Source: an optimization exercise on an open RTL-to-GDS flow (aim: small area). Production flows keep margins and buffers that such runs may drop.
At most, simulation tests tie the RTL to the original design; equivalence was not proved.
Only the layout flow was run in run 2; the RTL was not checked for function there.
In every run shown here, the design's own scripts or RTL, not TritonCTS, make the clock network.
The clock input has no modelled driver; a real chip could not lean on it and would need a root buffer or a full tree.
No activity file was given, so power comes from the tool's default toggle rates.

$ cat flow/flow/area_s42m.abc
strash
&get -n
&st
&deepsyn -T 100 -S 42
&dch -f
&nf -a -R 1000
&put
mfs3 -a
$ cat flow/flow/area_s5m.abc
strash
&get -n
&st
&deepsyn -T 100 -S 5
&dch -f
&nf -a -R 1000
&put
mfs3 -a
$ cat flow/design.v
module qspi_fsm #(
  parameter ADDR_W = 32 )
(
  input               clk,
  input               rst_n,
  input      [2:0]    clk_div,
  input               cs_auto,
  input               cs_level,
  input               quad_en,
  input               cpol,
  input               cpha,
  input               lsb_first,
  input               start,
  input      [15:0]   cmd_cfg,
  input      [15:0]   cmd_op,
  input      [ADDR_W-1:0] cmd_addr,
  input      [7:0]    cmd_dummy,
  input      [31:0]   cmd_len,
  output              done,
  input               tx_ren,
  input      [7:0]    tx_data_fifo,
  output              tx_empty,
  output reg          rx_wen,
  output     [7:0]    rx_data_fifo,
  input               rx_full,
  output              sclk,
  output reg          cs_n,
  output reg [3:0]    io_o,
  output     [3:0]    io_oe,
  input      [3:0]    io_i
);
  wire [7:0] opcode  = cmd_op[7:0];
  wire is_wrdi = (opcode == 8'h04);
  wire is_rdsr = (opcode == 8'h05);
  wire is_rdid = (opcode == 8'h9F);
  wire special = is_wrdi | is_rdsr | is_rdid;
  wire [1:0] cl = special ? 2'd0 : cmd_cfg[1:0];
  wire [1:0] al = special ? 2'd0 : (quad_en ? 2'd2 : cmd_cfg[3:2]);
  wire [1:0] dl = special ? 2'd0 : (quad_en ? 2'd2 : cmd_cfg[5:4]);
  wire       has_addr  = ~special & (cmd_cfg[7] ^ cmd_cfg[6]);
  wire       nb4       = cmd_cfg[7];
  wire       mode_en   = ~special & cmd_cfg[8];
  wire [7:0] td        = {4'd0, cmd_cfg[12:9]} + cmd_dummy;
  wire       has_dummy = ~special & (td != 8'd0);
  wire       rd        = is_rdid | is_rdsr | cmd_cfg[13];
  wire       len_zero  = (cmd_len == 32'd0);
  wire       has_data  = ~is_wrdi & (~len_zero | is_rdid | is_rdsr);
  wire [31:0] len_eff  = {cmd_len[31:2],
                          cmd_len[1] | (len_zero & is_rdid),
                          cmd_len[0] | (len_zero & (is_rdid | is_rdsr))};
  localparam S_IDLE  = 4'b0000,
             S_IDLED = 4'b0001,    
             S_CSOFF = 4'b0100,
             S_DONE  = 4'b0101,
             S_CSON  = 4'b0110,
             S_DUMMY = 4'b0111,
             S_OP    = 4'b1000,
             S_DATA  = 4'b1001,
             S_ADDR  = 4'b1010,
             S_MODE  = 4'b1011;
  reg  [3:0] state, nstate;
  wire idle      = ~(state[3] | state[2]);
  wire byte_ph   = state[3];
  wire in_dummy  = state[2] & state[1] & state[0];
  wire in_data   = state[3] & ~state[1] & state[0];
  wire sclk_en   = state[3] | (state[2] & ~(state[1] & ~state[0]));
  assign done = idle & state[0];
  wire pre_csoff = state[3] | (state[2] & state[1]);
  assign tx_empty = ~(pre_csoff & has_data & ~rd);
  reg [6:0] div_cnt;
  reg       sclk_int, sclk_int_d;
  wire [6:0] div_care = ~(7'h7f << clk_div);
  wire       tick = &(div_cnt | ~div_care);
  always @(posedge clk) begin
    div_cnt    <= sclk_en ? div_cnt + 7'd1 : 7'd0;
    sclk_int   <= sclk_en & (sclk_int ^ tick);
    sclk_int_d <= sclk_int;
  end
  assign sclk = cpol ^ (sclk_en & sclk_int);
  wire sedge  = sclk_int ^ sclk_int_d;
  wire shift  = sedge & (sclk_int ~^ cpha);
  wire sample = sedge & (sclk_int ^ cpha);
  wire [1:0] pl = state[1] ? al : (state[0] ? dl : cl);    
  wire w2 = (pl == 2'd1);
  wire w4 = pl[1];
  reg  [2:0] ptr;
  wire gd       = ptr[2] & (w4 | (ptr[1] & (w2 | ptr[0])));
  wire byte_end = byte_ph & shift & gd;
  always @(posedge clk)
    ptr <= byte_ph ? ptr + ({w4, w2, ~(w2 | w4)} & {3{shift}}) : 3'd0;
  reg  [31:0] cnt;
  wire addr_last  = (cnt[1:0] == 2'd0);
  wire dummy_last = (cnt[7:0] == 8'd0);
  wire data_last  = (cnt == 32'd1);
  reg start_d;
  wire start_pulse = start & ~start_d;
  wire in_op     = state[3] & ~state[1] & ~state[0];
  wire in_addr   = state[3] & state[1] & ~state[0];
  wire in_mode   = state[3] & state[1] & state[0];
  wire op_end    = in_op & byte_end;
  wire to_mode   = (op_end & ~has_addr | in_addr & byte_end & addr_last);
  wire to_dummy  = (to_mode & ~mode_en) | (in_mode & byte_end);
  wire ld_addr   = op_end & has_addr;
  wire ld_dummy  = to_dummy & has_dummy;
  wire ld_data   = ((to_dummy & ~has_dummy) | (in_dummy & sample & dummy_last)) & has_data;
  always @(*) begin
    casez (state)
      4'b00??: nstate = start_pulse ? S_CSON : S_IDLE;         
      4'b010?: nstate = state[0] ? S_IDLED : S_DONE;           
      4'b0110: nstate = S_OP;                                  
      default:                                                 
        if (ld_addr)                     nstate = S_ADDR;
        else if (to_mode & mode_en)      nstate = S_MODE;
        else if (ld_dummy)               nstate = S_DUMMY;
        else if (ld_data)                nstate = S_DATA;
        else if (to_dummy | (in_dummy & sample & dummy_last) |
                 (in_data & byte_end & data_last))
                                         nstate = S_CSOFF;
        else                             nstate = state;
    endcase
  end
  always @(posedge clk or negedge rst_n) begin
    if (!rst_n) begin
      state   <= S_IDLE;
      start_d <= 1'b0;
    end else begin
      state   <= nstate;
      start_d <= start;
    end
  end
  wire dec      = byte_end | (in_dummy & sample);
  reg         borrow;
  wire [7:0]  lo_dec = cnt[7:0] - {7'd0, dec};
  wire [23:0] hi_dec = cnt[31:8] - {23'd0, borrow};
  always @(posedge clk)
    borrow <= dec & (cnt[7:0] == 8'd0) & ~ld_data;
  wire [31:0] cnt_dec = {hi_dec, lo_dec};
  always @(posedge clk) begin
    cnt[31:8] <= ld_data ? len_eff[31:8] : cnt_dec[31:8];
    cnt[7:2]  <= ld_data ? len_eff[7:2] : ld_dummy ? td[7:2] : cnt_dec[7:2];
    cnt[1:0]  <= ld_data ? len_eff[1:0] : ld_dummy ? td[1:0] :
                 ld_addr ? {1'b1, nb4} : cnt_dec[1:0];
  end
  reg [7:0] rb;
  assign rx_data_fifo = rb;
  wire [2:0] idx = ptr ^ {3{~lsb_first}};
  wire w1 = ~(w4 | w2);
  wire [7:0] hit;
  wire [7:0] din;
  genvar k;
  generate for (k = 0; k < 8; k = k + 1) begin : g_rx
    assign hit[k] = (idx[2] == k[2]) & (w4 | ((idx[1] == k[1]) & (w2 | (idx[0] == k[0]))));
    assign din[k] = w1 ? io_i[1] : w2 ? io_i[k % 2] : io_i[k % 4];
  end endgenerate
  wire       bew   = in_data & byte_end;
  wire [7:0] rx_ld = {8{rd & in_data & sample}} & hit;
  wire [7:0] tx_ld = {8{~rd & tx_ren & ~bew}};
  wire [7:0] kp    = {8{~(idle | (bew & ~rd))}} & ~rx_ld & ~tx_ld;
  always @(posedge clk)
    rb <= (rx_ld & din) | (tx_ld & tx_data_fifo) | (kp & rb);
  reg [7:0] bv;
  always @(*) begin
    case (state)
      S_OP:   bv = cmd_op[7:0];
      S_MODE: bv = cmd_op[15:8];
      S_ADDR: case (cnt[1:0])
                2'd0: bv = cmd_addr[7:0];
                2'd1: bv = cmd_addr[15:8];
                2'd2: bv = cmd_addr[23:16];
                default: bv = cmd_addr[31:24];
              endcase
      default: bv = rb;
    endcase
  end
  wire [2:0] s0  = {idx[2], idx[1] & ~w4, idx[0] & ~(w4 | w2)};
  wire [1:0] s1  = {idx[2], idx[1] & ~w4};
  wire [3:0] lane;
  assign lane[0] = bv[s0];
  assign lane[1] = bv[{s1, 1'b1}];
  assign lane[2] = bv[{idx[2], 2'b10}];
  assign lane[3] = bv[{idx[2], 2'b11}];
  wire drive = byte_ph & ~(in_data & rd);
  reg [1:0] oe_code;
  assign io_oe = {{2{&oe_code}}, oe_code[1], |oe_code};
  always @(posedge clk) io_o <= lane;
  always @(posedge clk or negedge rst_n) begin
    if (!rst_n) begin
      oe_code  <= 2'd0;
      cs_n     <= 1'b1;
      rx_wen   <= 1'b0;
    end else begin
      oe_code  <= {drive & (w4 | w2), drive & ~w2};
      cs_n     <= (~byte_ph & ~(state[2] & state[1])) & (cs_auto | cs_level);
      rx_wen   <= in_data & rd & byte_end & ~rx_full;
    end
  end
endmodule
$ cat flow/flow/area_s9.abc
strash
&get -n
&st
&deepsyn -T 100 -S 9
&dch -f
&nf -a -R 1000
&put
$ cat flow/flow/reabc.tcl
# Re-map the combinational logic of the standard synthesis netlist for area.
# The flip-flops are kept as they are (same instances, names and cells).
yosys -import
set lib $::env(FLOW_HOME)/platforms/sky130hd/lib/sky130_fd_sc_hd__tt_025C_1v80.lib
read_liberty -ignore_miss_func $lib
read_verilog $::env(REABC_IN)
hierarchy -top $::env(FLOW_TOP)
setattr -mod -set keep_hierarchy 1 sky130_fd_sc_hd__df* sky130_fd_sc_hd__edf*
flatten
opt_clean -purge
abc -liberty $lib -dont_use sky130_fd_sc_hd__probe_p_8 -dont_use sky130_fd_sc_hd__probec_p_8 -dont_use sky130_fd_sc_hd__lpflow_bleeder_1 -dont_use sky130_fd_sc_hd__lpflow_clkbufkapwr_1 -dont_use sky130_fd_sc_hd__lpflow_clkbufkapwr_16 -dont_use sky130_fd_sc_hd__lpflow_clkbufkapwr_2 -dont_use sky130_fd_sc_hd__lpflow_clkbufkapwr_4 -dont_use sky130_fd_sc_hd__lpflow_clkbufkapwr_8 -dont_use sky130_fd_sc_hd__lpflow_clkinvkapwr_1 -dont_use sky130_fd_sc_hd__lpflow_clkinvkapwr_16 -dont_use sky130_fd_sc_hd__lpflow_clkinvkapwr_2 -dont_use sky130_fd_sc_hd__lpflow_clkinvkapwr_4 -dont_use sky130_fd_sc_hd__lpflow_clkinvkapwr_8 -dont_use sky130_fd_sc_hd__lpflow_decapkapwr_12 -dont_use sky130_fd_sc_hd__lpflow_decapkapwr_3 -dont_use sky130_fd_sc_hd__lpflow_decapkapwr_4 -dont_use sky130_fd_sc_hd__lpflow_decapkapwr_6 -dont_use sky130_fd_sc_hd__lpflow_decapkapwr_8 -dont_use sky130_fd_sc_hd__lpflow_inputiso0n_1 -dont_use sky130_fd_sc_hd__lpflow_inputiso0p_1 -dont_use sky130_fd_sc_hd__lpflow_inputiso1n_1 -dont_use sky130_fd_sc_hd__lpflow_inputiso1p_1 -dont_use sky130_fd_sc_hd__lpflow_inputisolatch_1 -dont_use sky130_fd_sc_hd__lpflow_isobufsrc_1 -dont_use sky130_fd_sc_hd__lpflow_isobufsrc_16 -dont_use sky130_fd_sc_hd__lpflow_isobufsrc_2 -dont_use sky130_fd_sc_hd__lpflow_isobufsrc_4 -dont_use sky130_fd_sc_hd__lpflow_isobufsrc_8 -dont_use sky130_fd_sc_hd__lpflow_isobufsrckapwr_16 -dont_use sky130_fd_sc_hd__lpflow_lsbuf_lh_hl_isowell_tap_1 -dont_use sky130_fd_sc_hd__lpflow_lsbuf_lh_hl_isowell_tap_2 -dont_use sky130_fd_sc_hd__lpflow_lsbuf_lh_hl_isowell_tap_4 -dont_use sky130_fd_sc_hd__lpflow_lsbuf_lh_isowell_4 -dont_use sky130_fd_sc_hd__lpflow_lsbuf_lh_isowell_tap_1 -dont_use sky130_fd_sc_hd__lpflow_lsbuf_lh_isowell_tap_2 -dont_use sky130_fd_sc_hd__lpflow_lsbuf_lh_isowell_tap_4  -script $::env(REABC_SCRIPT) -D 5000
opt_clean -purge
hilomap -singleton -hicell sky130_fd_sc_hd__conb_1 HI -locell sky130_fd_sc_hd__conb_1 LO
insbuf -buf sky130_fd_sc_hd__buf_4 A X
splitnets
opt_clean -purge
select $::env(FLOW_TOP)
stat -liberty $lib
write_verilog -noattr -noexpr -nohex -nodec -selected $::env(REABC_OUT)
$ cat flow/flow/area_s0.abc
strash
&get -n
&st
&deepsyn -T 100 -S 0
&dch -f
&nf -a -R 1000
&put
$ cat flow/flow/area_s42.abc
strash
&get -n
&st
&deepsyn -T 100 -S 42
&dch -f
&nf -a -R 1000
&put
$ cat flow/flow/area_s7m.abc
strash
&get -n
&st
&deepsyn -T 100 -S 7
&dch -f
&nf -a -R 1000
&put
mfs3 -a
$ cat flow/flow/area_s3m.abc
strash
&get -n
&st
&deepsyn -T 100 -S 3
&dch -f
&nf -a -R 1000
&put
mfs3 -a
$ cat flow/flow/area_s11m.abc
strash
&get -n
&st
&deepsyn -T 100 -S 11
&dch -f
&nf -a -R 1000
&put
mfs3 -a
$ cat flow/config.mk
export PLATFORM = sky130hd
export DESIGN_NAME = qspi_fsm
export DESIGN_NICKNAME = qspi_fsm
export VERILOG_FILES = /design/flow/design.v
export SDC_FILE = /design/flow/constraint.sdc
export NUM_CORES = 4
export LEC_CHECK = 0
export CAP_MARGIN = 20
export CORE_MARGIN = 2
export CORE_UTILIZATION = 60
export PLACE_DENSITY = 0.7
export SLEW_MARGIN = 20
$ cat flow/flow/run.sh
#!/bin/bash
# Layout flow:
#  1. the standard synthesis (standard.sh synth), unchanged;
#  2. the combinational logic of that netlist is re-mapped for area with a few
#     ABC scripts (flow/area*.abc, each run in its own Yosys, log reabc_N.log);
#     the flip-flops are left as they are;
#  3. the 8 smallest re-mapped netlists are each laid out by the standard ORFS
#     flow (standard.sh finish in its own work folder orfs_N, log layout_N.log),
#     with two changes: the I/O port buffers are made of the smallest buffer
#     cell, and the clock tree is built by flow/cts.tcl (4 leaf buffers driven
#     by the clock port) in place of TritonCTS;
#  4. the layout with the smallest cell area that meets timing is kept
#     (moved to orfs/, choice in layout_choice.log) and written to out/final.def.
set -uo pipefail
here=$(pwd)
sub=results/$FLOW_PLATFORM/qspi_fsm/base
bash standard.sh synth > synth.log 2>&1 || exit 1
cp orfs/$sub/1_2_yosys.v $here/standard_synth.v

flops() { grep -cE '^ *sky130_fd_sc_hd__(df|edf|sdf|dl)[a-z0-9_]* ' "$1"; }
nflops=$(flops $here/standard_synth.v)
pids=()
for s in $here/flow/area*.abc; do
  n=$(basename $s .abc)
  REABC_IN=$here/standard_synth.v REABC_OUT=$here/reabc_$n.v REABC_SCRIPT=$s \
    yosys -c $here/flow/reabc.tcl > reabc_$n.log 2>&1 &
  pids+=($!)
done
for p in "${pids[@]}"; do wait $p; done

: > reabc_choice.log
echo "standard synthesis: $(grep 'Chip area' orfs/reports/$FLOW_PLATFORM/qspi_fsm/base/synth_stat.txt)" >> reabc_choice.log
cands=()
for s in $here/flow/area*.abc; do
  n=$(basename $s .abc)
  [[ -s $here/reabc_$n.v ]] || continue
  a=$(grep 'Chip area' reabc_$n.log | tail -1 | awk '{print $NF}')
  [[ -n "$a" ]] || continue
  [[ $(flops $here/reabc_$n.v) == "$nflops" ]] || continue
  echo "$n $a" >> reabc_choice.log
  cands+=("$a $n")
done
# the 8 smallest netlists, or the standard one if re-mapping failed
mapfile -t top < <(printf '%s\n' "${cands[@]}" | sort -g | head -8 | awk '{print $2}')
[[ ${#top[@]} -gt 0 ]] || top=(standard)
echo "laid out: ${top[*]}" >> reabc_choice.log

pids=()
for n in "${top[@]}"; do
  rm -rf orfs_$n
  cp -a orfs orfs_$n
  if [[ $n != standard ]]; then
    cp $here/reabc_$n.v orfs_$n/$sub/1_2_yosys.v
    rm -f orfs_$n/$sub/1_synth.odb orfs_$n/$sub/1_synth.sdc
  fi
  bash standard.sh "WORK_HOME=$here/orfs_$n" \
    "BUFFER_PORTS_ARGS=-buffer_cell sky130_fd_sc_hd__buf_1" \
    "PRE_CTS_TCL=$here/flow/cts.tcl" finish > layout_$n.log 2>&1 &
  pids+=($!)
done
for p in "${pids[@]}"; do wait $p; done

best=""; bestarea=""
: > layout_choice.log
for n in "${top[@]}"; do
  rep=orfs_$n/logs/$FLOW_PLATFORM/qspi_fsm/base/6_report.json
  [[ -f orfs_$n/$sub/6_final.odb && -f $rep ]] || { echo "$n: no layout" >> layout_choice.log; continue; }
  read -r a ws < <(python3 -c "
import json,sys
d=json.load(open('$rep'))
a=d['finish__design__instance__area']-d.get('finish__design__instance__area__class:tap_cell',0)
print(a, d['finish__timing__setup__ws'])")
  echo "$n: cell area $a, setup ws $ws" >> layout_choice.log
  awk "BEGIN{exit !($ws > 0.05)}" || continue
  if [[ -z "$best" ]] || awk "BEGIN{exit !($a < $bestarea)}"; then best=$n; bestarea=$a; fi
done
if [[ -z "$best" ]]; then
  # none met timing with margin: take the first one that finished
  for n in "${top[@]}"; do [[ -f orfs_$n/$sub/6_final.odb ]] && { best=$n; break; }; done
fi
echo "chosen: $best" >> layout_choice.log
[[ -n "$best" ]] || exit 1
rm -rf orfs
mv orfs_$best orfs
: # left out here: write the final layout as DEF
$ cat flow/flow/area_s3.abc
strash
&get -n
&st
&deepsyn -T 100 -S 3
&dch -f
&nf -a -R 1000
&put
$ cat flow/flow/area_s5.abc
strash
&get -n
&st
&deepsyn -T 100 -S 5
&dch -f
&nf -a -R 1000
&put
$ cat flow/flow/area_s11.abc
strash
&get -n
&st
&deepsyn -T 100 -S 11
&dch -f
&nf -a -R 1000
&put
$ cat flow/standard.sh
#!/bin/bash
# synth_recipe.tcl (not shown) runs the flow's synth.tcl, then flattens the netlist and writes it again
# the make line also repeats each setting of config.mk as NAME=value (left out here)
make -C /OpenROAD-flow-scripts/flow DESIGN_CONFIG=/design/flow/config.mk WORK_HOME=/design/flow/orfs CLKGATE_MAP_FILE= SYNTH_SCRIPT=/design/flow/synth_recipe.tcl "${@:-finish}"
$ cat flow/flow/area_s7.abc
strash
&get -n
&st
&deepsyn -T 100 -S 7
&dch -f
&nf -a -R 1000
&put
$ cat flow/constraint.sdc
create_clock -name core_clock -period 5.0 [get_ports {clk}]
set_input_delay 1.0000 -clock core_clock [delete_from_list [all_inputs] [get_ports {clk}]]
set_output_delay 1.0000 -clock core_clock [all_outputs]
set_load 0.01 [all_outputs]
$ cat flow/flow/area_s21m.abc
strash
&get -n
&st
&deepsyn -T 100 -S 21
&dch -f
&nf -a -R 1000
&put
mfs3 -a
$ cat flow/flow/area_fast.abc
strash
&get -n
&st
&dc2
&syn2
&dch -f
&nf -a -R 1000
&put
mfs3 -a
$ cat flow/flow/area_s9m.abc
strash
&get -n
&st
&deepsyn -T 100 -S 9
&dch -f
&nf -a -R 1000
&put
mfs3 -a
$ cat flow/flow/area_s21.abc
strash
&get -n
&st
&deepsyn -T 100 -S 21
&dch -f
&nf -a -R 1000
&put
$ cat flow/flow/cts.tcl
# Clock tree made by hand: the clock port drives a few leaf buffers, each of
# which drives the clock pins of one cluster of flip-flops (k-means on the
# flip-flop locations).
proc my_leaf_cts { net_name ncl buf } {
  set block [ord::get_db_block]
  set net [$block findNet $net_name]
  set sinks {}
  foreach it [$net getITerms] {
    if { [$it isOutputSignal] } { continue }
    set inst [$it getInst]
    set bb [$inst getBBox]
    set x [expr { ([$bb xMin] + [$bb xMax]) / 2.0 }]
    set y [expr { ([$bb yMin] + [$bb yMax]) / 2.0 }]
    lappend sinks [list [$inst getName] [[$it getMTerm] getName] $x $y]
  }
  set n [llength $sinks]
  # initial centers: spread along sorted x+y
  set sorted [lsort -real -index 2 $sinks]
  set centers {}
  for { set k 0 } { $k < $ncl } { incr k } {
    set s [lindex $sorted [expr { int(($k + 0.5) * $n / $ncl) }]]
    lappend centers [list [lindex $s 2] [lindex $s 3]]
  }
  # capacity-limited k-means: each cluster takes at most ceil(n / ncl) sinks
  set cap [expr { int(ceil(double($n) / $ncl)) }]
  for { set iter 0 } { $iter < 30 } { incr iter } {
    # all (distance, sink, cluster) pairs, nearest first
    set pairs {}
    set i 0
    foreach s $sinks {
      for { set k 0 } { $k < $ncl } { incr k } {
        set c [lindex $centers $k]
        lappend pairs [list [expr { abs([lindex $s 2] - [lindex $c 0]) + abs([lindex $s 3] - [lindex $c 1]) }] $i $k]
      }
      incr i
    }
    set pairs [lsort -real -index 0 $pairs]
    set assign [lrepeat $n -1]
    set fill [lrepeat $ncl 0]
    foreach pr $pairs {
      lassign $pr d i k
      if { [lindex $assign $i] >= 0 || [lindex $fill $k] >= $cap } { continue }
      lset assign $i $k
      lset fill $k [expr { [lindex $fill $k] + 1 }]
    }
    set newc {}
    for { set k 0 } { $k < $ncl } { incr k } {
      set sx 0; set sy 0; set m 0
      foreach s $sinks a $assign { if { $a == $k } { set sx [expr { $sx + [lindex $s 2] }]; set sy [expr { $sy + [lindex $s 3] }]; incr m } }
      if { $m > 0 } { lappend newc [list [expr { $sx / $m }] [expr { $sy / $m }]] } else { lappend newc [lindex $centers $k] }
    }
    set centers $newc
  }
  set dbu [$block getDbUnitsPerMicron]
  for { set k 0 } { $k < $ncl } { incr k } {
    set pins {}
    foreach s $sinks a $assign { if { $a == $k } { lappend pins [get_pins "[lindex $s 0]/[lindex $s 1]"] } }
    if { [llength $pins] == 0 } { continue }
    set c [lindex $centers $k]
    insert_buffer -buffer_cell $buf -net $net_name -load_pins $pins \
      -location [list [expr { [lindex $c 0] / $dbu }] [expr { [lindex $c 1] / $dbu }]] \
      -buffer_name clkleaf_$k -net_name clknet_leaf_$k
    puts "clock leaf $k: [llength $pins] sinks"
  }
}


# Worst slew over the flip-flop clock pins, with placement parasitics.
proc my_worst_clk_slew { } {
  set worst 0
  foreach p [get_pins -hierarchical */CLK] {
    foreach pr { slew_max_rise slew_max_fall } {
      set s [get_property $p $pr]
      if { $s > $worst } { set worst $s }
    }
  }
  return $worst
}

# Worst slew over the clock pins driven by one leaf buffer.
proc my_leaf_slew { inst } {
  set worst 0
  set out [get_pins -of_objects $inst -filter "direction==output"]
  foreach p [get_pins -of_objects [get_nets -of_objects $out] -filter "direction==input"] {
    foreach pr { slew_max_rise slew_max_fall } {
      set s [get_property $p $pr]
      if { $s > $worst } { set worst $s }
    }
  }
  return $worst
}

# Replaces TritonCTS (called by ORFS's cts.tcl through this PRE_CTS hook):
# the clock port drives 4 leaf buffers, one per cluster of flip-flops; a leaf
# is made bigger while the slew at its clock pins is high.
proc clock_tree_synthesis { args } {
  my_leaf_cts clk 4 sky130_fd_sc_hd__buf_8
  set_propagated_clock [all_clocks]
  estimate_parasitics -placement
  foreach inst [get_cells clkleaf_*] {
    foreach cell { sky130_fd_sc_hd__buf_12 sky130_fd_sc_hd__buf_16 } {
      set s [my_leaf_slew $inst]
      puts "bench cts: [get_full_name $inst] [get_property $inst ref_name] slew $s"
      if { $s <= 0.100 } { break }
      replace_cell $inst $cell
      estimate_parasitics -placement
    }
  }
  puts "bench cts: worst clock pin slew [my_worst_clk_slew]"
}
$ cat flow/flow/area_s0m.abc
strash
&get -n
&st
&deepsyn -T 100 -S 0
&dch -f
&nf -a -R 1000
&put
mfs3 -a
==> reports/results.tsv, run 1 <==
metric	value	unit
worst_slack	0.408	ns
syn_nets	626	
clock.fmax	218	MHz
worstPathCellList	buf_1 -> nor3_1 -> o211ai_1 -> a21oi_2 -> a21oi_1 -> o21ai_0 -> nor2_1 -> a21oi_1 -> and2_0 -> nand2_1 -> nor3_1 -> and3_1 -> nor2b_1 -> nand4_1 -> nor2_1 -> o21ai_0 -> buf_4 -> nor2b_2 -> buf_4 -> a22oi_1 -> o21ai_0	
grt_pass1_vias	4056	
via_per_inst	5.99	
clkLatencyLatePin	0.13	ns
layoutNonFillerInstCount	721	
cts.clk_slew.worst_paths	0.10	ns
ant_nets	0	
antenna_found_initial	0	
drtPass1Iterations	5	
cp-start-kind	primary input	
relSlewSlack	0.337	
final-setup-viol-count	0	
die-area	6910	um^2
hold_violations	0	
p_leak	1.57	nW
fin_nets	778	
dp_slack	0.314	ns
cpPeakStageDelay	0.24	ns
syn-cell-area	3760	um^2
io_pins	151	
critPathMaxFanout	34	
min_path_type	flip-flop to flip-flop	
final_max_slew_viol_count	0	
start_util	0.627	
avgRoutedWirePerCell	15.9	um
path_buf_inv	3	
post-route-util	0.746	
top_layer_used	met4	
critical_path_arrival	4.59	ns
cp.required	5.00	ns
fp.dieW	83.1	um
status	no timing/DRC/antenna violations	
ir_drop	0.345	mV
tightestPinTransition	0.984	ns
finalClockSkew	0.0138	ns
final_min_period_over_clock_period	0.918	
rsz0062_at_grt	false	
drive_gt1_frac	0.0232	
cap_violations	0	
syn_to_final_growth	18.9	%
drc	0	
dp.cells	717	
vias	4320	
setup_tns	0	ns
power_density	521	nW/um^2
drtIter0Drc	302	
holdBufCountCts	0	
met2_length	5.46	mm
grt_max_degree	35	
antenna_cells	0	
syn_area_per_cell	7.57	um^2
slowest_stage	nor2_1	
grt_first_pass_wirelength	18.8	mm
grt.overflow.total	0	
period_needed	4.59	ns
gp_congestion	0.940	
wirelength	11.5	mm
netlist_instances	496	
setup.worst_path.end_class	flip-flop	
hold_slack	0.415	ns
met1Wirelength	4.75	mm
place_hpwl	9.15	mm
yosys_warnings	1	
rows	28	
cp_top_family	simple AND/OR/NAND/NOR gates	
wl_met3	962	um
portBuffers	148	
grt_usage	0.321	
core	5990	um^2
crit_type	primary input to flip-flop	
die_y	83.1	um
cpMostUsedCell	o21ai_0	
## sequential cells by signal, summed over array words and instances (netlist names)
name        cells
cnt            32
rb              8
div_cnt         7
io_o            4
state           4
ptr             3
oe_code         2
borrow          1
cs_n            1
rx_wen          1
sclk_int        1
sclk_int_d      1
start_d         1
## final timing paths
check | slack (ns) | to | startpoint | cells after the start
max | 0.41 | cnt[2] | cmd_op[1] | 21
min | 0.42 | sclk_int_d | sclk_int | 0
max reg2reg | 0.63 | cnt[7] | state[0] | 20
min reg2reg | 0.42 | sclk_int_d | sclk_int | 0
max in group asynchronous | 3.79 | state[0] | rst_n | 1
min in group asynchronous | 0.82 | start_d | rst_n | 1
## per-layer routing
metal	track usage	vias to the layer above
met5	0	-
met4	0.0760	0
met3	0.0249	26
met2	0.559	232
met1	0.435	1942
li1	-	2120
## power breakdown
group | internal [mW] | switching [mW]
Combinational | 0.431 | 0.638
Sequential | 0.771 | 0.226
Clock | 0.111 | 0.148
## area by class of cell, without the clock buffers
class / instances / area, um^2
fillers: 523 / 1520
inverters: 14 / 52.6
multi-input cells: 406 / 2270
flip-flops and latches: 66 / 1370
well taps: 75 / 93.8
repair buffers: 156 / 616
## placed cells by master, fill, tap and decap left out, drive strengths merged, types with 9 or more instances in the layout
master and count:
a21oi 29, nand2b 11, xnor2 16, a31oi 13, nand4 9, nor4 13, nand2 63, xor2 13
nand3 19, dfxtp 57, clkinv 14, nor2 61, nor3 23, o21ai 52, buf 160
## through the flow
step                cell area (um^2)  total power, mW
finish                          4470             2.33
global route                    4470             2.50
CTS                             4460             2.30
detailed placement              4390             2.05
global placement                4390             1.99
floorplan                       3760             1.73
## worst reg2reg max path: cells and delay by family (launching register included)
family          cells  cell delay, ns
simple gates       10            1.69
compound gates      7            1.37
buf+inv             3            0.69
flops               1            0.54
## what timing repair did
| action | CTS | global route |
|---|---|---|
| endpoints found under the setup margin | 0 | 19 |
| gates resized for setup | 0 | 1 |
| buffers inserted | 0 | 0 |
==> run 2: changes to the inputs <==
--- a/flow/design.v
+++ b/flow/design.v
@@ -100,7 +100,7 @@
   wire op_end    = in_op & byte_end;
   wire to_mode   = (op_end & ~has_addr | in_addr & byte_end & addr_last);
   wire to_dummy  = (to_mode & ~mode_en) | (in_mode & byte_end);
-  wire ld_addr   = op_end & has_addr;
+  wire ld_addr   = state[2] & state[1] & ~state[0];    
   wire ld_dummy  = to_dummy & has_dummy;
   wire ld_data   = ((to_dummy & ~has_dummy) | (in_dummy & sample & dummy_last)) & has_data;
   always @(*) begin
@@ -109,7 +109,7 @@
       4'b010?: nstate = state[0] ? S_IDLED : S_DONE;           
       4'b0110: nstate = S_OP;                                  
       default:                                                 
-        if (ld_addr)                     nstate = S_ADDR;
+        if (op_end & has_addr)           nstate = S_ADDR;
         else if (to_mode & mode_en)      nstate = S_MODE;
         else if (ld_dummy)               nstate = S_DUMMY;
         else if (ld_data)                nstate = S_DATA;
@@ -128,7 +128,7 @@
       start_d <= start;
     end
   end
-  wire dec      = byte_end | (in_dummy & sample);
+  wire dec      = (byte_end & ~in_op) | (in_dummy & sample);
   reg         borrow;
   wire [7:0]  lo_dec = cnt[7:0] - {7'd0, dec};
   wire [23:0] hi_dec = cnt[31:8] - {23'd0, borrow};
--- a/flow/flow/run.sh
+++ b/flow/flow/run.sh
@@ -4,7 +4,7 @@
 #  2. the combinational logic of that netlist is re-mapped for area with a few
 #     ABC scripts (flow/area*.abc, each run in its own Yosys, log reabc_N.log);
 #     the flip-flops are left as they are;
-#  3. the 8 smallest re-mapped netlists are each laid out by the standard ORFS
+#  3. the 6 smallest re-mapped netlists are each laid out by the standard ORFS
 #     flow (standard.sh finish in its own work folder orfs_N, log layout_N.log),
 #     with two changes: the I/O port buffers are made of the smallest buffer
 #     cell, and the clock tree is built by flow/cts.tcl (4 leaf buffers driven
@@ -40,8 +40,8 @@
   echo "$n $a" >> reabc_choice.log
   cands+=("$a $n")
 done
-# the 8 smallest netlists, or the standard one if re-mapping failed
-mapfile -t top < <(printf '%s\n' "${cands[@]}" | sort -g | head -8 | awk '{print $2}')
+# the 6 smallest netlists, or the standard one if re-mapping failed
+mapfile -t top < <(printf '%s\n' "${cands[@]}" | sort -g | head -6 | awk '{print $2}')
 [[ ${#top[@]} -gt 0 ]] || top=(standard)
 echo "laid out: ${top[*]}" >> reabc_choice.log
 
removed: flow/flow/area_s5.abc
removed: flow/flow/area_s5m.abc
removed: flow/flow/area_s9.abc
removed: flow/flow/area_s9m.abc
==> reports/results.tsv, run 2 <==
metric	value	unit	change
status	no timing/DRC/antenna violations		
fin_nets	778		unchanged
r2r_setup_slack	0.68	ns	+0.05 ns
cts_resized	0		unchanged
rsz0062_at_grt	false		
min_path_type	flip-flop to flip-flop		
portBuffers	148		unchanged
syn_to_final_growth	18.0	%	
ant_nets	0		unchanged
rows	28		unchanged
grt_max_degree	41		+17%
die-area	6960	um^2	+0.80%
reg_top3	cnt (32), rb (8), div_cnt (7)		
cap_violations	0		unchanged
antenna_found_initial	0		unchanged
grt.overflow.total	0		unchanged
final_cell_mix	buf_1 (148), nand2_1 (74), dfxtp_1 (57)		
via_per_inst	6.14		+2.5%
power_density	455	nW/um^2	-13%
gp_congestion	0.947		+0.67%
tightestPinTransition	0.742	ns	-0.242 ns
largest_reg_flops	32		unchanged
drtIter0Drc	411		+36%
syn-cell-area	3790	um^2	+0.83%
die_y	83.5	um	+0.40%
cts_setup_buffers	0		unchanged
hold_violations	0		unchanged
relSlewSlack	0.504		+0.167
clkLatencyLatePin	0.13	ns	about the same
grt_first_pass_wirelength	18.3	mm	-2.4%
io_pins	151		unchanged
cp.required	5.01	ns	about the same
multiInputGateArea	2290	um^2	+1.1%
start_util	0.629		+0.00155
critical_path_arrival	4.59	ns	about the same
grt_usage	0.308		-0.0138
ir_drop	0.321	mV	-6.9%
drive_gt1_frac	0.0186		-0.00464
grt_pass1_vias	4098		+1.0%
setup_tns	0	ns	unchanged
critPathMaxFanout	6		-82%
avgRoutedWirePerCell	15.9	um	-0.12%
yosys_warnings	1		unchanged
vias	4429		+2.5%
netlist_instances	498		+0.40%
drtPass1Iterations	7		+2
final_min_period_over_clock_period	0.917		-0.00140
syn_nets	628		+0.32%
clock.fmax	218	MHz	+0.15%
p_leak	1.51	nW	-4.0%
cts.clk_slew.worst_paths	0.11	ns	about the same
antenna_cells	0		unchanged
finalClockSkew	0.0143	ns	+0.000476 ns
wirelength	11.4	mm	-0.12%
post-route-util	0.742		-0.00371
drc	0		unchanged
syn_area_per_cell	7.61	um^2	+0.43%
fp.dieW	83.5	um	+0.40%
seq_area	1370	um^2	unchanged
n_fill_cell	518		-0.96%
final_common_cell	buf_1		
final_max_slew_viol_count	0		unchanged
top_register	cnt		
period_needed	4.59	ns	-0.00701 ns
holdBufCountCts	0		unchanged
cp-start-kind	primary input		
crit_type	primary input to flip-flop		
setup.worst_path.end_class	flip-flop		
place_hpwl	9.07	mm	-0.85%
core	6030	um^2	+0.58%
final-setup-viol-count	0		unchanged
## run 2: per-stage QoR
step | hold WS [ns] | total power, mW | std cells | instance area (um^2) | setup WS [ns]
CTS | 0.420 | 2.01 | 721 | 4470 | 0.433
floorplan | 0.381 | 1.51 | 498 | 3790 | 0.180
global placement | 0.391 | 1.75 | 717 | 4410 | 0.497
global route | 0.434 | 2.18 | 721 | 4470 | 0.0251
detailed placement | 0.407 | 1.78 | 717 | 4410 | 0.296
finish | 0.422 | 2.03 | 721 | 4470 | 0.415
## run 2: where the power goes
group,total [mW],switching [mW],internal [mW]
sequential,0.885,0.177,0.708
combinational,0.915,0.549,0.365
clock,0.233,0.141,0.0919
## run 2: path summary, 6_finish.rpt
path | start | endpoint | cells past startpoint
max | cmd_op[1] | cnt[7] | 19
min | sclk_int | sclk_int_d | 0
max reg2reg | state[0] | cnt[7] | 18
min reg2reg | sclk_int | sclk_int_d | 0
max in group asynchronous | rst_n | cs_n | 1
min in group asynchronous | rst_n | state[1] | 1
## run 2: critical path: stages
cell and delay (ns):
buf_1 0.11, nor3_1 0.19, o211ai_1 0.10, a21oi_1 0.30, nor2_1 0.11, nor2_1 0.18, clkinv_1 0.09, o21ai_0 0.23
nor2_1 0.11, a21oi_1 0.19, and2_0 0.26, nand2_1 0.17, o21bai_1 0.26, nand2_1 0.13, or3_1 0.37, or2_0 0.29
or3_1 0.36, nand2_1 0.08, a31oi_1 0.06
## run 2: layout make-up, without the clock buffers
type | count | share of cell area
multi-input cells | 407 | 0.513
flip-flops and latches | 66 | 0.306
repair buffers | 154 | 0.134
well taps | 75 | 0.0210
inverters | 15 | 0.0126
## run 2: metal layers
layer	vias to the layer above	track usage	part of all wire
li1	2135	-	-
met1	2021	0.400	0.43
met2	244	0.556	0.47
met3	29	0.0307	0.074
met4	0	0.0630	0.026
met5	-	0	0
==> run 3: changes to the inputs <==
--- a/flow/design.v
+++ b/flow/design.v
@@ -100,7 +100,7 @@
   wire op_end    = in_op & byte_end;
   wire to_mode   = (op_end & ~has_addr | in_addr & byte_end & addr_last);
   wire to_dummy  = (to_mode & ~mode_en) | (in_mode & byte_end);
-  wire ld_addr   = state[2] & state[1] & ~state[0];    
+  wire ld_addr   = op_end & has_addr;
   wire ld_dummy  = to_dummy & has_dummy;
   wire ld_data   = ((to_dummy & ~has_dummy) | (in_dummy & sample & dummy_last)) & has_data;
   always @(*) begin
@@ -109,7 +109,7 @@
       4'b010?: nstate = state[0] ? S_IDLED : S_DONE;           
       4'b0110: nstate = S_OP;                                  
       default:                                                 
-        if (op_end & has_addr)           nstate = S_ADDR;
+        if (ld_addr)                     nstate = S_ADDR;
         else if (to_mode & mode_en)      nstate = S_MODE;
         else if (ld_dummy)               nstate = S_DUMMY;
         else if (ld_data)                nstate = S_DATA;
@@ -128,7 +128,7 @@
       start_d <= start;
     end
   end
-  wire dec      = (byte_end & ~in_op) | (in_dummy & sample);
+  wire dec      = byte_end | (in_dummy & sample);
   reg         borrow;
   wire [7:0]  lo_dec = cnt[7:0] - {7'd0, dec};
   wire [23:0] hi_dec = cnt[31:8] - {23'd0, borrow};
==> reports/results.tsv, run 3 <==
metric	value	unit	change
status	no timing/DRC/antenna violations		
place_area	4390	um^2	-0.40%
wirelength	11.5	mm	+0.12%
drc	0		unchanged
finalClockSkew	0.0138	ns	-0.000476 ns
clock.fmax	218	MHz	-0.15%
die_y	83.1	um	-0.40%
cts.clk_slew.worst_paths	0.10	ns	about the same
fp.dieW	83.1	um	-0.40%
grt_max_degree	35		-15%
period_needed	4.59	ns	+0.00701 ns
p_leak	1.57	nW	+4.2%
rows	28		unchanged
clkLatencyLatePin	0.13	ns	about the same
fin_nets	778		unchanged
syn-cell-area	3760	um^2	-0.83%
dp.cells	717		unchanged
path_buf_inv	3		+1
grt_usage	0.321		+0.0138
post-route-util	0.746		+0.00371
cp-start-kind	primary input		
drtIter0Drc	302		-27%
reg_top3	cnt (32), rb (8), div_cnt (7)		
worstPathCellList	buf_1 -> nor3_1 -> o211ai_1 -> a21oi_2 -> a21oi_1 -> o21ai_0 -> nor2_1 -> a21oi_1 -> and2_0 -> nand2_1 -> nor3_1 -> and3_1 -> nor2b_1 -> nand4_1 -> nor2_1 -> o21ai_0 -> buf_4 -> nor2b_2 -> buf_4 -> a22oi_1 -> o21ai_0		
total_power	2.33	mW	+14%
syn_to_final_growth	18.9	%	
io_pins	151		unchanged
crit_type	primary input to flip-flop		
grt.overflow.total	0		unchanged
avgRoutedWirePerCell	15.9	um	+0.12%
final_min_period_over_clock_period	0.918		+0.00140
dp_slack	0.314	ns	+0.0177 ns
place_hpwl	9.15	mm	+0.85%
hold_violations	0		unchanged
final_cell_area	4470	um^2	about the same
slowest_stage	nor2_1		
core	5990	um^2	-0.58%
antenna_found_initial	0		unchanged
syn_area_per_cell	7.57	um^2	-0.43%
final_common_cell	buf_1		
syn_nets	626		-0.32%
gp_congestion	0.940		-0.67%
antenna_cells	0		unchanged
via_per_inst	5.99		-2.5%
final_cell_mix	buf_1 (148), nand2_1 (63), nor2_1 (61)		
min_path_type	flip-flop to flip-flop		
grt_pass1_vias	4056		-1.0%
die-area	6910	um^2	-0.79%
hold_slack	0.415	ns	-0.00680 ns
setup.worst_path.end_class	flip-flop		
final_max_slew_viol_count	0		unchanged
drive_gt1_frac	0.0232		+0.00464
worst_slack	0.408	ns	-0.00701 ns
grt_first_pass_wirelength	18.8	mm	+2.5%
ir_drop	0.345	mV	+7.5%
cap_violations	0		unchanged
setup_tns	0	ns	unchanged
power_density	521	nW/um^2	+14%
portBuffers	148		unchanged
rsz0062_at_grt	false		
cp.required	5.00	ns	about the same
start_util	0.627		-0.00155
top_register	cnt		
ant_nets	0		unchanged
tightestPinTransition	0.984	ns	+0.242 ns
vias	4320		-2.5%
cpMostUsedCell	o21ai_0		
relSlewSlack	0.337		-0.167
cpPeakStageDelay	0.24	ns	-0.13 ns
critPathMaxFanout	34		+28
yosys_warnings	1		unchanged
cp_top_family	simple AND/OR/NAND/NOR gates		
largest_reg_flops	32		unchanged
layoutNonFillerInstCount	721		unchanged
drtPass1Iterations	5		-2
final-setup-viol-count	0		unchanged
critical_path_arrival	4.59	ns	about the same
netlist_instances	496		-0.40%
-- run 3: per-layer routing --
metal,GRT usage,vias up,wire length [um]
met3,0.0249,26,962
met1,0.435,1942,4750
li1,-,2120,-
met5,0,-,0
met2,0.559,232,5460
met4,0.0760,0,291
-- run 3: layout make-up, without the clock buffers --
class | instances | area, um^2
multi-input cells | 406 | 2270
fillers | 523 | 1520
flip-flops and latches | 66 | 1370
repair buffers | 156 | 616
well taps | 75 | 93.8
inverters | 14 | 52.6
-- run 3: power by group --
group	switching (mW)	leakage [nW]	internal [mW]
Sequential	0.226	0.583	0.771
Clock	0.148	0.0336	0.111
Combinational	0.638	0.956	0.431
-- run 3: worst paths after layout --
path / startpoint / endpoint / slack [ns] / cells after the start
setup / recovery: cmd_op[1] / cnt[2] / 0.41 / 21
hold / removal: sclk_int / sclk_int_d / 0.42 / 0
setup reg to reg: state[0] / cnt[7] / 0.63 / 20
hold reg to reg: sclk_int / sclk_int_d / 0.42 / 0
max in group asynchronous: rst_n / state[0] / 3.79 / 1
min in group asynchronous: rst_n / start_d / 0.82 / 1
-- run 3: timing repair --
| item | 4_1_cts | 5_1_grt |
|---|---|---|
| resized for setup | 0 | 1 |
| endpoints found under the setup margin | 0 | 19 |
| hold endpoints to repair | 0 | 0 |
| hold buffers | 0 | 0 |
| buffers inserted | 0 | 0 |
==> run 4: changes to the inputs <==
--- a/flow/flow/run.sh
+++ b/flow/flow/run.sh
@@ -3,8 +3,10 @@
 #  1. the standard synthesis (standard.sh synth), unchanged;
 #  2. the combinational logic of that netlist is re-mapped for area with a few
 #     ABC scripts (flow/area*.abc, each run in its own Yosys, log reabc_N.log);
-#     the flip-flops are left as they are;
-#  3. the 6 smallest re-mapped netlists are each laid out by the standard ORFS
+#     the flip-flops are left as they are; the 3 smallest results are
+#     re-mapped once more with the scripts flow/r2_*.abc2 (reabc_N_r2_M.log);
+#  3. the 5 smallest re-mapped netlists and the 2 smallest of the first round
+#     are each laid out by the standard ORFS
 #     flow (standard.sh finish in its own work folder orfs_N, log layout_N.log),
 #     with two changes: the I/O port buffers are made of the smallest buffer
 #     cell, and the clock tree is built by flow/cts.tcl (4 leaf buffers driven
@@ -40,8 +42,33 @@
   echo "$n $a" >> reabc_choice.log
   cands+=("$a $n")
 done
-# the 6 smallest netlists, or the standard one if re-mapping failed
-mapfile -t top < <(printf '%s\n' "${cands[@]}" | sort -g | head -6 | awk '{print $2}')
+# second round on the 3 smallest netlists
+mapfile -t r1 < <(printf '%s\n' "${cands[@]}" | sort -g | head -3 | awk '{print $2}')
+pids=()
+for n in "${r1[@]}"; do
+  for s in $here/flow/r2_*.abc2; do
+    m=${n}_r2_$(basename $s .abc2)
+    REABC_IN=$here/reabc_$n.v REABC_OUT=$here/reabc_$m.v REABC_SCRIPT=$s \
+      yosys -c $here/flow/reabc.tcl > reabc_$m.log 2>&1 &
+    pids+=($!)
+  done
+done
+for p in "${pids[@]}"; do wait $p; done
+for n in "${r1[@]}"; do
+  for s in $here/flow/r2_*.abc2; do
+    m=${n}_r2_$(basename $s .abc2)
+    [[ -s $here/reabc_$m.v ]] || continue
+    a=$(grep 'Chip area' reabc_$m.log | tail -1 | awk '{print $NF}')
+    [[ -n "$a" ]] || continue
+    [[ $(flops $here/reabc_$m.v) == "$nflops" ]] || continue
+    echo "$m $a" >> reabc_choice.log
+    cands+=("$a $m")
+  done
+done
+# the 5 smallest netlists and the 2 smallest of the first round, or the
+# standard one if re-mapping failed
+mapfile -t top < <( { printf '%s\n' "${cands[@]}" | sort -g | head -5 | awk '{print $2}'; \
+  printf '%s\n' "${r1[@]}" | head -2; } | awk 'NF && !seen[$0]++')
 [[ ${#top[@]} -gt 0 ]] || top=(standard)
 echo "laid out: ${top[*]}" >> reabc_choice.log
 
==> flow/flow/r2_s1.abc2 (new file) <==
strash
&get -n
&st
&deepsyn -T 60 -S 1
&dch -f
&nf -a -R 1000
&put
mfs3 -a
==> flow/flow/r2_s2.abc2 (new file) <==
strash
&get -n
&st
&deepsyn -T 60 -S 2
&dch -f
&nf -a -R 1000
&put
mfs3 -a
==> flow/flow/r2_s4.abc2 (new file) <==
strash
&get -n
&st
&deepsyn -T 60 -S 4
&dch -f
&nf -a -R 1000
&put
mfs3 -a
==> reports/results.tsv, run 4 <==
metric	value	unit	change
ir_drop	0.345	mV	unchanged
grt_first_pass_wirelength	18.8	mm	unchanged
drtIter0Drc	302		unchanged
clkLatencyLatePin	0.13	ns	about the same
largest_reg_flops	32		unchanged
worstHoldPathCells	0		unchanged
internal_power	1.31	mW	unchanged
grt_max_degree	35		unchanged
switching_power	1.01	mW	unchanged
core	5990	um^2	unchanged
reg2reg_from	state[0]		
start_util	0.627		unchanged
fin_nets	778		unchanged
reg2reg_to	cnt[7]		
cpPeakStageDelay	0.24	ns	about the same
final_cell_mix	buf_1 (148), nand2_1 (63), nor2_1 (61)		
antenna_found_initial	0		unchanged
tightestPinTransition	0.984	ns	unchanged
pwr-share-clk	0.111		about the same
status	no timing/DRC/antenna violations		
ff2ff_path_depth	20		unchanged
cp_top_family	simple AND/OR/NAND/NOR gates		
p_comb_frac	0.460		about the same
relSlewSlack	0.337		unchanged
wirelength	11.5	mm	unchanged
slowest_stage	nor2_1		
syn_to_final_growth	18.9	%	unchanged
total_power	2.33	mW	unchanged
crit_type	primary input to flip-flop		
p_leak	1.57	nW	unchanged
cp-start-kind	primary input		
hold_slack	0.415	ns	unchanged
cts.clk_slew.worst_paths	0.10	ns	about the same
avgRoutedWirePerCell	15.9	um	unchanged
syn-cell-area	3760	um^2	unchanged
power_frac_seq	0.429		about the same
final_max_slew_viol_count	0		unchanged
final-setup-viol-count	0		unchanged
period_needed	4.59	ns	unchanged
finalClockSkew	0.0138	ns	unchanged
critical_path_arrival	4.59	ns	about the same
cpMostUsedCell	o21ai_0		
ant_nets	0		unchanged
cts_setup_buffers	0		unchanged
worst_slack	0.408	ns	unchanged
cp.required	5.00	ns	about the same
top_register	cnt		
holdPathEnd	sclk_int_d		
drive_gt1_frac	0.0232		unchanged
final_common_cell	buf_1		
io_pins	151		unchanged
setup_tns	0	ns	unchanged
portBuffers	148		unchanged
yosys_warnings	1		unchanged
dp_slack	0.314	ns	unchanged
path_buf_inv	3		unchanged
rows	28		unchanged
syn_area_per_cell	7.57	um^2	unchanged
final_min_period_over_clock_period	0.918		unchanged
antenna_cells	0		unchanged
worstHoldStart	sclk_int		
cap_violations	0		unchanged
power_density	521	nW/um^2	unchanged
die_y	83.1	um	unchanged
min_path_type	flip-flop to flip-flop		
worstPathCellList	buf_1 -> nor3_1 -> o211ai_1 -> a21oi_2 -> a21oi_1 -> o21ai_0 -> nor2_1 -> a21oi_1 -> and2_0 -> nand2_1 -> nor3_1 -> and3_1 -> nor2b_1 -> nand4_1 -> nor2_1 -> o21ai_0 -> buf_4 -> nor2b_2 -> buf_4 -> a22oi_1 -> o21ai_0		
reg_top3	cnt (32), rb (8), div_cnt (7)		
gp_congestion	0.940		unchanged
post-route-util	0.746		unchanged
vias	4320		unchanged
r2r_setup_slack	0.63	ns	about the same
dp.cells	717		unchanged
place_hpwl	9.15	mm	unchanged
place_area	4390	um^2	unchanged
syn_nets	626		unchanged
setup.worst_path.end_class	flip-flop		
p_sw_frac	0.436		unchanged
clock.fmax	218	MHz	unchanged
hold_violations	0		unchanged
critPathMaxFanout	34		unchanged
via_per_inst	5.99		unchanged
rsz0062_at_grt	false		
grt.overflow.total	0		unchanged
final_cell_area	4470	um^2	unchanged
die-area	6910	um^2	unchanged
drtPass1Iterations	5		unchanged
drc	0		unchanged
grt_pass1_vias	4056		unchanged
grt_usage	0.321		unchanged
layoutNonFillerInstCount	721		unchanged
netlist_instances	496		unchanged
fp.dieW	83.1	um	unchanged
run 4: worst max path at each step:
stage	from	endpoint	slack [ns]	cells past startpoint
2_1_floorplan	cmd_op[1]	cnt[1]	0.31	18
3_3_place_gp	cmd_op[1]	cnt[4]	0.46	21
3_5_place_dp	cmd_op[1]	cnt[7]	0.31	21
4_1_cts	cmd_op[1]	cnt[7]	0.41	21
5_1_grt	cmd_op[1]	cnt[4]	0.04	21
6_report	cmd_op[1]	cnt[2]	0.41	21
run 4: per-layer routing:
layer / track usage / share of wire
met1: 0.435 / 0.41
met2: 0.559 / 0.48
met3: 0.0249 / 0.084
met4: 0.0760 / 0.025
met5: 0 / 0
run 4: what timing repair did:
item | 4_1_cts | 5_1_grt
endpoints found under the setup margin | 0 | 19
hold buffers | 0 | 0
gates resized for setup | 0 | 1
run 4: power groups by stage:
stage	Combinational (mW)	Sequential, mW	Clock, mW
6_report	1.07	0.997	0.259
4_1_cts	1.06	0.990	0.259
3_5_place_dp	1.05	0.999	0
3_3_place_gp	1.01	0.983	0
2_1_floorplan	0.776	0.954	0
5_1_grt	1.20	1.02	0.274
run 4: final cells by class, without the clock buffers:
class	count	area, um^2
flip-flops and latches	66	1370
repair buffers	156	616
well taps	75	93.8
fillers	523	1520
multi-input cells	406	2270
inverters	14	52.6
==> run 5: changes to the inputs <==
--- a/flow/flow/run.sh
+++ b/flow/flow/run.sh
@@ -3,7 +3,7 @@
 #  1. the standard synthesis (standard.sh synth), unchanged;
 #  2. the combinational logic of that netlist is re-mapped for area with a few
 #     ABC scripts (flow/area*.abc, each run in its own Yosys, log reabc_N.log);
-#     the flip-flops are left as they are; the 3 smallest results are
+#     the flip-flops are left as they are; the 2 smallest results are
 #     re-mapped once more with the scripts flow/r2_*.abc2 (reabc_N_r2_M.log);
 #  3. the 5 smallest re-mapped netlists and the 2 smallest of the first round
 #     are each laid out by the standard ORFS
@@ -42,8 +42,8 @@
   echo "$n $a" >> reabc_choice.log
   cands+=("$a $n")
 done
-# second round on the 3 smallest netlists
-mapfile -t r1 < <(printf '%s\n' "${cands[@]}" | sort -g | head -3 | awk '{print $2}')
+# second round on the 2 smallest netlists
+mapfile -t r1 < <(printf '%s\n' "${cands[@]}" | sort -g | head -2 | awk '{print $2}')
 pids=()
 for n in "${r1[@]}"; do
   for s in $here/flow/r2_*.abc2; do
==> flow/flow/r2_s2.abc2 (replaced) <==
strash
&get -n
&st
&deepsyn -T 120 -S 2
&dch -f
&nf -a -R 1000
&put
mfs3 -a
==> flow/flow/r2_s4.abc2 (replaced) <==
strash
&get -n
&st
&deepsyn -T 120 -S 4
&dch -f
&nf -a -R 1000
&put
mfs3 -a
removed: flow/flow/r2_s1.abc2
==> reports/results.tsv, run 5 <==
metric	value	unit	change
status	no timing/DRC/antenna violations		
cap_violations	0		unchanged
multiInputGateArea	2270	um^2	unchanged
power_density	521	nW/um^2	unchanged
final_min_period_over_clock_period	0.918		unchanged
holdBufCountCts	0		unchanged
syn_nets	626		unchanged
grt_first_pass_wirelength	18.8	mm	unchanged
drive_gt1_frac	0.0232		unchanged
cp-start-kind	primary input		
yosys_warnings	1		unchanged
finalClockSkew	0.0138	ns	unchanged
top_register	cnt		
drtPass1Iterations	5		unchanged
final_common_cell	buf_1		
rows	28		unchanged
cp.required	5.00	ns	about the same
vias	4320		unchanged
core	5990	um^2	unchanged
grt.overflow.total	0		unchanged
critPathMaxFanout	34		unchanged
fin_nets	778		unchanged
final_max_slew_viol_count	0		unchanged
die-area	6910	um^2	unchanged
drtIter0Drc	302		unchanged
antenna_cells	0		unchanged
portBuffers	148		unchanged
largest_reg_flops	32		unchanged
grt_max_degree	35		unchanged
relSlewSlack	0.337		unchanged
gp_congestion	0.940		unchanged
netlist_instances	496		unchanged
grt_usage	0.321		unchanged
avgRoutedWirePerCell	15.9	um	unchanged
syn-cell-area	3760	um^2	unchanged
start_util	0.627		unchanged
die_y	83.1	um	unchanged
io_pins	151		unchanged
tightestPinTransition	0.984	ns	unchanged
final-setup-viol-count	0		unchanged
setup.worst_path.end_class	flip-flop		
total_power	2.33	mW	unchanged
ir_drop	0.345	mV	unchanged
place_hpwl	9.15	mm	unchanged
min_path_type	flip-flop to flip-flop		
drc	0		unchanged
rsz0062_at_grt	false		
antenna_found_initial	0		unchanged
wirelength	11.5	mm	unchanged
final_cell_mix	buf_1 (148), nand2_1 (63), nor2_1 (61)		
seq_area	1370	um^2	unchanged
hold_violations	0		unchanged
grt_pass1_vias	4056		unchanged
crit_type	primary input to flip-flop		
p_leak	1.57	nW	unchanged
period_needed	4.59	ns	unchanged
n_fill_cell	523		unchanged
syn_to_final_growth	18.9	%	unchanged
via_per_inst	5.99		unchanged
setup_tns	0	ns	unchanged
reg_top3	cnt (32), rb (8), div_cnt (7)		
syn_area_per_cell	7.57	um^2	unchanged
clock.fmax	218	MHz	unchanged
critical_path_arrival	4.59	ns	about the same
fp.dieW	83.1	um	unchanged
clkLatencyLatePin	0.13	ns	about the same
ant_nets	0		unchanged
cts.clk_slew.worst_paths	0.10	ns	about the same
[run 5: cell counts in the layout (fill, tap and decap cells not counted)]
No cell type changed its count.
[run 5: through the flow]
step	std cells	instance area [um^2]	hold slack, ns	utilization	worst slack (ns)
2_1_floorplan	496	3760	0.383	-	0.311
3_3_place_gp	717	4390	0.395	0.733	0.456
3_5_place_dp	717	4390	0.400	0.733	0.314
4_1_cts	721	4460	0.414	0.745	0.414
5_1_grt	721	4470	0.443	0.746	0.0377
6_report	721	4470	0.415	0.746	0.408
[run 5: worst paths after layout]
check	start	end	slack [ns]	depth (start not counted)
max in group asynchronous	rst_n	state[0]	3.79	1
max	cmd_op[1]	cnt[2]	0.41	21
min	sclk_int	sclk_int_d	0.42	0
max reg2reg	state[0]	cnt[7]	0.63	20
min in group asynchronous	rst_n	start_d	0.82	1
min reg2reg	sclk_int	sclk_int_d	0.42	0
[run 5: what timing repair did]
action                                  CTS  global route
endpoints found under the setup margin    0            19
gates resized for setup                   0             1
buffers inserted                          0             0
[run 5: cell type report, without the clock buffers]
class                   count  share of cell area
repair buffers            156               0.138
multi-input cells         406               0.508
flip-flops and latches     66               0.306
inverters                  14              0.0118
well taps                  75              0.0210
[run 5: metal layers]
metal  wire, um  up-vias  global-route usage  part of all wire
met5          0        -                   0                 0
met1       4750     1942               0.435              0.41
met4        291        0              0.0760             0.025
met3        962       26              0.0249             0.084
met2       5460      232               0.559              0.48
li1           -     2120                   -                 -
[run 5: report_power, final]
part	switching, mW	internal, mW	total [mW]
combinational	0.638	0.431	1.07
clock	0.148	0.111	0.259
sequential	0.226	0.771	0.997
[run 5: critical path, stage by stage]
cell and delay [ns]:
buf_1 0.22, nor3_1 0.11, o211ai_1 0.20, a21oi_2 0.09
a21oi_1 0.21, o21ai_0 0.13, nor2_1 0.17, a21oi_1 0.10
and2_0 0.23, nand2_1 0.14, nor3_1 0.07, and3_1 0.23
nor2b_1 0.22, nand4_1 0.15, nor2_1 0.24, o21ai_0 0.18
buf_4 0.20, nor2b_2 0.16, buf_4 0.23, a22oi_1 0.20
o21ai_0 0.11

-- static timing again, ports no longer ideal --
Ports are ideal in the flow. The routed layouts listed here were re-timed in OpenROAD. Step 1 sets driving cells, clkbuf_16 on the clock port and buf_2 on the other inputs (assumed; they add their load-dependent delay and slew). Step 2 adds t to the input delays and takes it off the output delays; t is the mean of the earliest and latest rising clock arrival at the registers after step 1. Input paths then give back, and output paths get back, about the clock's delay inside the block. Slacks: no drivers / after step 1 / after step 2; pairs: no drivers / after step 1.
| run | shift t [ns] | setup WS [ns] | hold slack, ns | worst setup path at the end | clock arrival spread, ns |
|---|---|---|---|---|---|
| run 1 | 0.198 | 0.408 / 0.459 / 0.261 | 0.415 / 0.415 / 0.415 | input to register | 0.014 / 0.014 |
| run 2 | 0.195 | 0.415 / 0.455 / 0.260 | 0.422 / 0.422 / 0.422 | input to register | 0.015 / 0.014 |
| run 3 | 0.198 | 0.408 / 0.459 / 0.261 | 0.415 / 0.415 / 0.415 | input to register | 0.014 / 0.014 |
| run 4 | 0.198 | 0.408 / 0.459 / 0.261 | 0.415 / 0.415 / 0.415 | input to register | 0.014 / 0.014 |
| run 5 | 0.198 | 0.408 / 0.459 / 0.261 | 0.415 / 0.415 / 0.415 | input to register | 0.014 / 0.014 |
After both steps setup and hold are still met in every run listed. The setup slack of run 2, which loses most, moves by +0.040 ns with the drivers and by -0.155 ns with both steps.
